What follows belongs to an exercise in optimizing a design on an open flow for small area, a short achievable clock period and few clock cycles per item; a production flow would make more cautious choices.
The RTL was checked by simulation tests, not by an equivalence proof against the original design.
No activity file was given, so power comes from the tool's default toggle rates.

try-lagoon:
Design sdram_top, start of the top module:
module sdram_top
(input        in_HCLK,
 input        in_HRESET,
 input        in_HWRITE,
 input        in_HSEL,
 input [31:0] in_HWDATA,
 input [31:0] in_HADDR,
 output         out_HREADY,
 output  [31:0] out_HRDATA
);
Size in the first run: roughly 9100 cells after synthesis, roughly 100 I/O pins, about 160000 µm² of cells after synthesis.
export LEC_CHECK = 0
export CAP_MARGIN = 10
export CORE_MARGIN = 2
export CORE_UTILIZATION = 48
export CTS_CLUSTER_DIAMETER = 80
export CTS_CLUSTER_SIZE = 30
export SETUP_SLACK_MARGIN = 2.4
export SLEW_MARGIN = 10
export SYNTH_MEMORY_MAX_BITS = 8192
create_clock -name core_clock -period 5.0 [get_ports {in_HCLK}]
run.sh (not shown) runs the stock make flow with config.mk's settings and CLKGATE_MAP_FILE= SYNTH_SCRIPT=/design/flow/synth_recipe.tcl, a recipe that flattens the netlist after the stock synthesis.
Testbench counts of try-lagoon, summed over its fixed seeds: cycles 19,172, items 12,800.
## Diff of input files: try-tundra against try-lagoon
# try-lagoon
export LEC_CHECK = 0
export CAP_MARGIN = 10
export CORE_MARGIN = 2
export CORE_UTILIZATION = 48
export CTS_CLUSTER_DIAMETER = 80
export CTS_CLUSTER_SIZE = 30
export SETUP_SLACK_MARGIN = 2.4
export SLEW_MARGIN = 10
export SYNTH_MEMORY_MAX_BITS = 8192
create_clock -name core_clock -period 5.0 [get_ports {in_HCLK}]
# try-tundra
export LEC_CHECK = 0
export CAP_MARGIN = 10
export CORE_MARGIN = 2
export CORE_UTILIZATION = 40
export CTS_CLUSTER_DIAMETER = 80
export CTS_CLUSTER_SIZE = 30
export SETUP_SLACK_MARGIN = 2.4
export SLEW_MARGIN = 10
export SYNTH_MEMORY_MAX_BITS = 8192
create_clock -name core_clock -period 5.0 [get_ports {in_HCLK}]
--- outcome ---
Relative to try-lagoon, sequential share of layout area decreased by 0.68 points in try-tundra.
Measured against each other, try-lagoon and try-tundra differ in register-to-register slack, the higher figure coming from try-tundra.
[try-tundra] count of buffers added by post-CTS timing repair for setup rose 47 relative to try-lagoon
| row count | try-tundra vs try-lagoon | 20 higher |
Comparing the two runs side by side, try-tundra comes out behind try-lagoon on worst hold slack.
In try-tundra, the detailed-routing wirelength on met1 came out 790 µm below the value in try-lagoon.
Status: maximum clock insertion buffer count parity (try-tundra, try-lagoon)
Taking try-lagoon as the reference point, the buffers plus inverters on the worst setup path of try-tundra rises by 2.
Going from try-lagoon to try-tundra, final cell area excluding filler cells grew slightly.
Changes in try-fjord relative to try-tundra:
# try-tundra
export LEC_CHECK = 0
export CAP_MARGIN = 10
export CORE_MARGIN = 2
export CORE_UTILIZATION = 40
export CTS_CLUSTER_DIAMETER = 80
export CTS_CLUSTER_SIZE = 30
export SETUP_SLACK_MARGIN = 2.4
export SLEW_MARGIN = 10
export SYNTH_MEMORY_MAX_BITS = 8192
create_clock -name core_clock -period 5.0 [get_ports {in_HCLK}]
# try-fjord
export LEC_CHECK = 0
export CAP_MARGIN = 10
export CORE_MARGIN = 2
export CORE_UTILIZATION = 55
export CTS_CLUSTER_DIAMETER = 80
export CTS_CLUSTER_SIZE = 30
export SETUP_SLACK_MARGIN = 2.4
export SLEW_MARGIN = 10
export SYNTH_MEMORY_MAX_BITS = 8192
create_clock -name core_clock -period 5.0 [get_ports {in_HCLK}]
[summary]
Status: clock transition at the registers of the reported paths parity (try-tundra, try-fjord). Cmp try-fjord vs try-tundra: horizontal extent of the die lower in try-fjord. Against try-tundra, try-fjord comes in 2 higher on count of non-CTS inverters in the layout. Between try-tundra and try-fjord, wire length is lower for try-fjord, try-tundra comes in above that. try-fjord reports a higher sequential share of layout area than try-tundra does. try-fjord vs try-tundra, share of the clock period used by the worst path after layout went down by 1.9 points. Per the final summary, try-fjord finished and its layout is clean on timing, DRC and antenna. Re met1 global-route usage: try-fjord is 16 points up on try-tundra. Delta(logic gate share of total power, try-fjord - try-tundra) < 0.
> inputs changed (try-fjord -> try-delta)
# try-fjord
export LEC_CHECK = 0
export CAP_MARGIN = 10
export CORE_MARGIN = 2
export CORE_UTILIZATION = 55
export CTS_CLUSTER_DIAMETER = 80
export CTS_CLUSTER_SIZE = 30
export SETUP_SLACK_MARGIN = 2.4
export SLEW_MARGIN = 10
export SYNTH_MEMORY_MAX_BITS = 8192
create_clock -name core_clock -period 5.0 [get_ports {in_HCLK}]
# try-delta
export LEC_CHECK = 0
export CAP_MARGIN = 10
export CORE_MARGIN = 2
export CORE_UTILIZATION = 48
export CTS_CLUSTER_DIAMETER = 80
export CTS_CLUSTER_SIZE = 30
export SETUP_SLACK_MARGIN = 2.4
export SLEW_MARGIN = 10
export SYNTH_MEMORY_MAX_BITS = 8192
create_clock -name core_clock -period 5.0 [get_ports {in_HCLK}]
==> flow/flow/run.sh (new file) <==
#!/bin/bash
# The standard layout (standard synthesis unchanged), with the clock tree
# built without dummy loads.
set -euo pipefail
here=$(pwd)
export CTS_ARGS="-sink_clustering_enable -repair_clock_nets -sink_clustering_size 30 -sink_clustering_max_diameter 80 -dont_use_dummy_load"
bash standard.sh > "$here/make_flow.log" 2>&1
==> flow/standard.sh (new file) <==
#!/bin/bash
# synth_recipe.tcl (not shown) runs the flow's synth.tcl, then flattens the netlist and writes it again
# the make line also repeats each setting of config.mk as NAME=value (left out here)
make -C /OpenROAD-flow-scripts/flow DESIGN_CONFIG=/design/flow/config.mk WORK_HOME=/design/flow/orfs CLKGATE_MAP_FILE= SYNTH_SCRIPT=/design/flow/synth_recipe.tcl "${@:-finish}"
removed: flow/run.sh
==> comparison <==
Changes observed in try-delta relative to try-fjord: share of final layout cell area taken by clock buffers and inverters now smaller; global-route wire length before repair now larger; final cell count now larger.
try-delta improves on try-fjord in net switching power.
What try-delta reported for count of buffers added by post-CTS timing repair for setup has to be multiplied by 0.74 to get the figure for try-fjord.
Run comparison: try-fjord end point of the critical path hold_rdata[17]; try-delta end point of the critical path hold_rdata[4]
From try-delta to try-fjord, flip-flop and latch count did not move at all.
Measured against try-delta, the total number of tap cells of try-fjord comes out at 0.866 times the reference value.
try-delta vs try-fjord, sequential share of power went up by 1.6 points.
Setup changes, try-delta to try-willow
# try-delta
export LEC_CHECK = 0
export CAP_MARGIN = 10
export CORE_MARGIN = 2
export CORE_UTILIZATION = 48
export CTS_CLUSTER_DIAMETER = 80
export CTS_CLUSTER_SIZE = 30
export SETUP_SLACK_MARGIN = 2.4
export SLEW_MARGIN = 10
export SYNTH_MEMORY_MAX_BITS = 8192
create_clock -name core_clock -period 5.0 [get_ports {in_HCLK}]
# try-willow
export LEC_CHECK = 0
export CAP_MARGIN = 10
export CORE_MARGIN = 2
export CORE_UTILIZATION = 40
export CTS_CLUSTER_DIAMETER = 80
export CTS_CLUSTER_SIZE = 30
export SETUP_SLACK_MARGIN = 2.0
export SLEW_MARGIN = 10
export SYNTH_MEMORY_MAX_BITS = 8192
create_clock -name core_clock -period 5.0 [get_ports {in_HCLK}]
Of the two values seen for critical path launch point, in_HADDR[18] was produced by try-willow and in_HADDR[17] by try-delta.
try-willow has completed all stages; timing, DRC and antenna checks passed.
Diff try-delta -> try-willow: number of antenna violations at the first check in global routing went down about 5.5%; cell area saw a decrease.
Worst hold slack, try-willow and try-delta: smaller value in try-willow
Compare try-willow and try-delta | total length of routed wires higher: try-delta
The part of the total power dissipated in combinational logic of try-willow falls short of that of try-delta by 1.0 points.

-- what the ideal ports hide --
How much do the figures lean on ideal ports? The routed layouts below were timed once more, with nothing changed but the port constraints.
Step 1, drivers: a clkbuf_16 drives in_HCLK and a buf_2 each remaining input, both assumed.
Step 2 adds t to the input delays and takes it off the output delays; t is the mean of the earliest and latest rising clock arrival at the registers after step 1. Input paths then give back, and output paths get back, about the clock's delay inside the block.
Three values: ideal, step 1, step 2; two values: the first two.
run	shift t [ns]	slack for setup (ns)	clock arrival spread, ns
try-lagoon	1.020	2.055 / 1.682 / 0.662	0.068 / 0.069
try-tundra	1.028	2.039 / 1.615 / 0.587	0.093 / 0.093
try-fjord	1.028	2.134 / 1.686 / 0.658	0.046 / 0.046
try-delta	0.988	2.067 / 1.754 / 0.766	0.116 / 0.115
try-willow	1.010	1.792 / 1.528 / 0.518	0.156 / 0.156
After both steps every run listed still meets setup and hold. The setup slack of try-fjord, which loses most, moves by -0.448 ns with the drivers and by -1.476 ns with both steps.
